Background: an optimization exercise with open tools, aiming at small area. Do not read the settings as production practice.
At most, simulation tests tie the RTL to the original design; equivalence was not proved.
Power is estimated from default activity; no workload was simulated.

P:
==> flow/design.v <==
`timescale 1ns / 1ps
module ICMP(readmode,sendmode,hardreset,inputdata,typeoficmpin,codein,restofheaderin,clock,outputmessage,outputvalid,restofheaderout,typeoficmpout,codeout);
input hardreset;
input [31:0] inputdata;
input [31:0] restofheaderin;
input [7:0] typeoficmpin;
input [7:0] codein;
input clock;
input readmode;
input sendmode;
output [31:0] outputmessage;
output outputvalid;
output reg [31:0] restofheaderout;
output reg [7:0] typeoficmpout;
output reg [7:0] codeout;
reg [3:0] cnt;
reg ms, mr;
reg [15:0] h0, h1, h2, h3, h4;
reg [15:0] l1, l2, l3, l4;
reg [15:0] lo;
wire idle   = (cnt == 4'd0);
wire s_e1   = ms & (cnt == 4'd1);
wire rot    = ms & (cnt >= 4'd4);
wire first  = ms & (cnt == 4'd4);
wire swin   = ms & (idle | (cnt >= 4'd9));
wire rwin   = mr & (idle | (cnt >= 4'd5));
wire lwin   = ms & (cnt == 4'd9);
wire l4win  = (ms & (idle | (cnt >= 4'd10))) | rwin;
always @(posedge clock) begin
  if (hardreset) begin
    cnt <= 4'd0;
    ms <= 1'b0;
    mr <= 1'b0;
  end else if (idle) begin
    mr <= readmode;
    ms <= sendmode & ~readmode;
    cnt <= {3'b000, readmode | sendmode};
  end else if ((ms & (cnt == 4'd12)) | (mr & (cnt == 4'd6))) begin
    cnt <= 4'd0;
  end else begin
    cnt <= cnt + 4'd1;
  end
end
wire [15:0] acc_op = first ? 16'd8 : lo;
wire [15:0] lo_op  = first ? 16'd0 : l1;
wire [15:0] sum = acc_op + h0 + lo_op;
always @(posedge clock) begin
  h4 <= rot ? h0 : inputdata[31:16];
  h3 <= s_e1 ? restofheaderin[31:16] : h4;
  h2 <= s_e1 ? {typeoficmpin, codein} : h3;
  h1 <= h2;
  h0 <= h1;
  l1 <= rot ? l2 : inputdata[15:0];
  l2 <= l3;
  l3 <= l4;
  l4 <= s_e1 ? restofheaderin[15:0] : l1;
  lo <= sum;
end
always @(posedge clock) begin
  if (hardreset) begin
    restofheaderout <= 32'd0;
    typeoficmpout <= 8'd0;
    codeout <= 8'd0;
  end else begin
    if (mr & (cnt == 4'd2)) begin
      typeoficmpout <= h4[15:8];
      codeout <= h4[7:0];
    end
    if (mr & (cnt == 4'd3))
      restofheaderout <= {h4, l1};
  end
end
assign outputvalid = swin;
assign outputmessage = {({16{swin}} & h0) | ({16{rwin}} & h3),
                        ({16{lwin}} & lo) | ({16{l4win}} & l4)};
endmodule
==> flow/config.mk <==
export PLATFORM = sky130hd
export DESIGN_NAME = ICMP
export DESIGN_NICKNAME = ICMP
export VERILOG_FILES = /design/flow/design.v
export SDC_FILE = /design/flow/constraint.sdc
export NUM_CORES = 4
export LEC_CHECK = 0
export CAP_MARGIN = 20
export CORE_MARGIN = 2
export CORE_UTILIZATION = 40
export SLEW_MARGIN = 20
==> flow/constraint.sdc <==
create_clock -name core_clock -period 5.0 [get_ports {clock}]
set_input_delay 1.0000 -clock core_clock [delete_from_list [all_inputs] [get_ports {clock}]]
set_output_delay 1.0000 -clock core_clock [all_outputs]
set_load 0.01 [all_outputs]
standard.sh (not shown) runs the stock make flow with config.mk's settings and CLKGATE_MAP_FILE= SYNTH_SCRIPT=/design/flow/synth_recipe.tcl, a recipe that flattens the netlist after the stock synthesis.
==> flow/flow/run.sh <==
#!/bin/bash
# Layout: the standard flow (standard.sh) with these changes:
#  - synthesis is ORFS's synth.tcl run through synth_recipe.tcl as standard.sh
#    does, except that ABC maps the logic with flow/area.abc (area mapping)
#    instead of ORFS's speed script; registers are mapped before ABC runs, so
#    they are the standard synthesis's
#  - the port buffers buffer_ports inserts are buf_1 cells
#  - CTS uses clkbuf_8 with smaller sink clusters and inserts no dummy loads
# make's full output goes to standard.log in the work folder; ORFS's per-step
# logs stay under orfs/logs.
set -euo pipefail
W=$(pwd)
export BUFFER_PORTS_ARGS="-buffer_cell sky130_fd_sc_hd__buf_1"
export CTS_ARGS="-sink_clustering_enable -repair_clock_nets -dont_use_dummy_load -buf_list sky130_fd_sc_hd__clkbuf_8 -sink_clustering_size 18 -sink_clustering_max_diameter 60"
awk -v s="$W/flow/area.abc" '{print} /source .*synth_preamble.tcl/ {print "set abc_args [lreplace $abc_args 1 1 " s "]"}' \
  "$FLOW_HOME/scripts/synth.tcl" > "$W/flow_synth.tcl"
grep -q "lreplace" "$W/flow_synth.tcl"
sed "s#source \$::env(SCRIPTS_DIR)/synth.tcl#source $W/flow_synth.tcl#" "$W/synth_recipe.tcl" > "$W/flow_synth_recipe.tcl"
grep -q "flow_synth.tcl" "$W/flow_synth_recipe.tcl"
sed "s#SYNTH_SCRIPT=$W/synth_recipe.tcl#SYNTH_SCRIPT=$W/flow_synth_recipe.tcl#" "$W/standard.sh" > "$W/flow_standard.sh"
grep -q "flow_synth_recipe.tcl" "$W/flow_standard.sh"
bash "$W/flow_standard.sh" > standard.log 2>&1
==> flow/flow/area.abc <==
strash
dc2
dch
amap
> inputs changed (P -> Q)
--- a/flow/design.v
+++ b/flow/design.v
@@ -20,13 +20,12 @@
 reg [15:0] lo;
 wire idle   = (cnt == 4'd0);
 wire s_e1   = ms & (cnt == 4'd1);
 wire rot    = ms & (cnt >= 4'd4);
+wire accum  = ms & (cnt >= 4'd4) & (cnt <= 4'd8);
 wire first  = ms & (cnt == 4'd4);
 wire swin   = ms & (idle | (cnt >= 4'd9));
 wire rwin   = mr & (idle | (cnt >= 4'd5));
-wire lwin   = ms & (cnt == 4'd9);
-wire l4win  = (ms & (idle | (cnt >= 4'd10))) | rwin;
 always @(posedge clock) begin
   if (hardreset) begin
     cnt <= 4'd0;
     ms <= 1'b0;
@@ -53,9 +52,9 @@
   l1 <= rot ? l2 : inputdata[15:0];
   l2 <= l3;
   l3 <= l4;
   l4 <= s_e1 ? restofheaderin[15:0] : l1;
-  lo <= sum;
+  lo <= accum ? sum : l1;
 end
 always @(posedge clock) begin
   if (hardreset) begin
     restofheaderout <= 32'd0;
@@ -70,7 +69,6 @@
       restofheaderout <= {h4, l1};
   end
 end
 assign outputvalid = swin;
-assign outputmessage = {({16{swin}} & h0) | ({16{rwin}} & h3),
-                        ({16{lwin}} & lo) | ({16{l4win}} & l4)};
+assign outputmessage = ({32{swin}} & {h0, lo}) | ({32{rwin}} & {h3, l4});
 endmodule
--- outcome ---
Summary — number of ordinary inverters in the final layout, Q relative to P: lower, by 20%.
The total non-filler cell area in the finished layout of Q was superior to that of P.
Iteration count of the initial detailed-routing pass, Q and P: lower on Q
Going from P to Q, share of synthesized cell area in and, or, nand and nor gates went down 8.1 points, multi-input combinational cell count shows a reduction of about 16%, clock latency at the later pin of the worst-skew pair now smaller, post-detailed-placement half-perimeter wirelength rose by 820 um, clock network fraction of total power went up by 1.2 points.
Against P, Q reports a maximum number of pins on one net before global-route repair that is higher.
Looking at area added between synthesis and finish across Q and P, the one that comes out higher is P.
Q has more setup slack than P.
From P to Q the numbers moved as follows: sum of routed wire length over all layers went up by 910 um; power density of the placed cells saw a decrease; ratio of final minimum period to clock period lost 0.94 points.
For P, only the layout was checked, not whether the RTL still works.

* * *

Setup of run 1:
// ICMP: RTL as listed in full above, without the edits since
clock: 5.0 ns
lec_check: 0
cap_margin: 20
core_margin: 2
core_utilization: 40
slew_margin: 20
==> flow/flow/area.abc <==
strash
dc2
dc2
dch -f
amap
Scripts as last shown in full above: flow/flow/run.sh
Modified inputs, run 2 compared to run 1
diff --git a/flow/design.v b/flow/design.v
--- a/flow/design.v
+++ b/flow/design.v
@@ -22,5 +22,5 @@
 wire s_e1   = ms & (cnt == 4'd1);
 wire rot    = ms & (cnt >= 4'd4);
-wire first  = ms & (cnt == 4'd4);
+wire first  = ms & (cnt == 4'd5);
 wire swin   = ms & (idle | (cnt >= 4'd9));
 wire rwin   = mr & (idle | (cnt >= 4'd5));
@@ -42,7 +42,6 @@
   end
 end
-wire [15:0] acc_op = first ? 16'd8 : lo;
-wire [15:0] lo_op  = first ? 16'd0 : l1;
-wire [15:0] sum = acc_op + h0 + lo_op;
+wire [15:0] acc_op = first ? h4 : lo;
+wire [15:0] sum = acc_op + h0 + l1 + 16'd2;
 always @(posedge clock) begin
   h4 <= rot ? h0 : inputdata[31:16];
==> run summary <==
Diff run 1 -> run 2 | depth of the worst register-to-register path | up by a little under 10%
Run 2 vs. run 1: die area went down about 0.4%, layout buffer count excluding clock buffers went down by 3, setup slack went up by 0.15 ns.
On smallest hold slack: run 2 sits above run 1.
cnt[0]$_SDFF_PP0_ as the launching instance or port of the critical path was reported by run 1, and cnt[1]$_SDFF_PP0_ by run 2.
In the flow results for run 1 and run 2, the sequential fraction of total cell area is larger on run 2.
As far as multi-input gate share of total cell area is concerned, run 2 and run 1 perform about the same.
Compare run 1 and run 2 | minimum clock period after layout higher: run 1
Of run 1 and run 2, the run reporting the higher final core area utilization was run 1.
Delta(required arrival time at the worst endpoint, run 2 - run 1) > 0
No run of this note included a check of the RTL's function; only the layout flow was run.

## separate check: timing with driven ports
Ports are ideal in the flow. The routed layouts listed here were re-timed in OpenROAD. Step 1: set_driving_cell puts a clkbuf_16 on clock and a buf_2 on each other input, an assumption about the parent block. Step 2 adds t to the input delays and takes it off the output delays; t is the mean of the earliest and latest rising clock arrival at the registers after step 1. Input paths then give back, and output paths get back, about the clock's delay inside the block. Slacks: no drivers / after step 1 / after step 2; pairs: no drivers / after step 1.
run	t (ns)	setup WS [ns]	latest minus earliest clock arrival (ns)
P	0.523	0.341 / 0.341 / 0.341	0.046 / 0.046
Q	0.516	0.389 / 0.389 / 0.389	0.047 / 0.047
run 1	0.512	0.345 / 0.345 / 0.345	0.050 / 0.050
run 2	0.532	0.496 / 0.496 / 0.496	0.053 / 0.053
After both steps setup and hold are still met in every run listed.
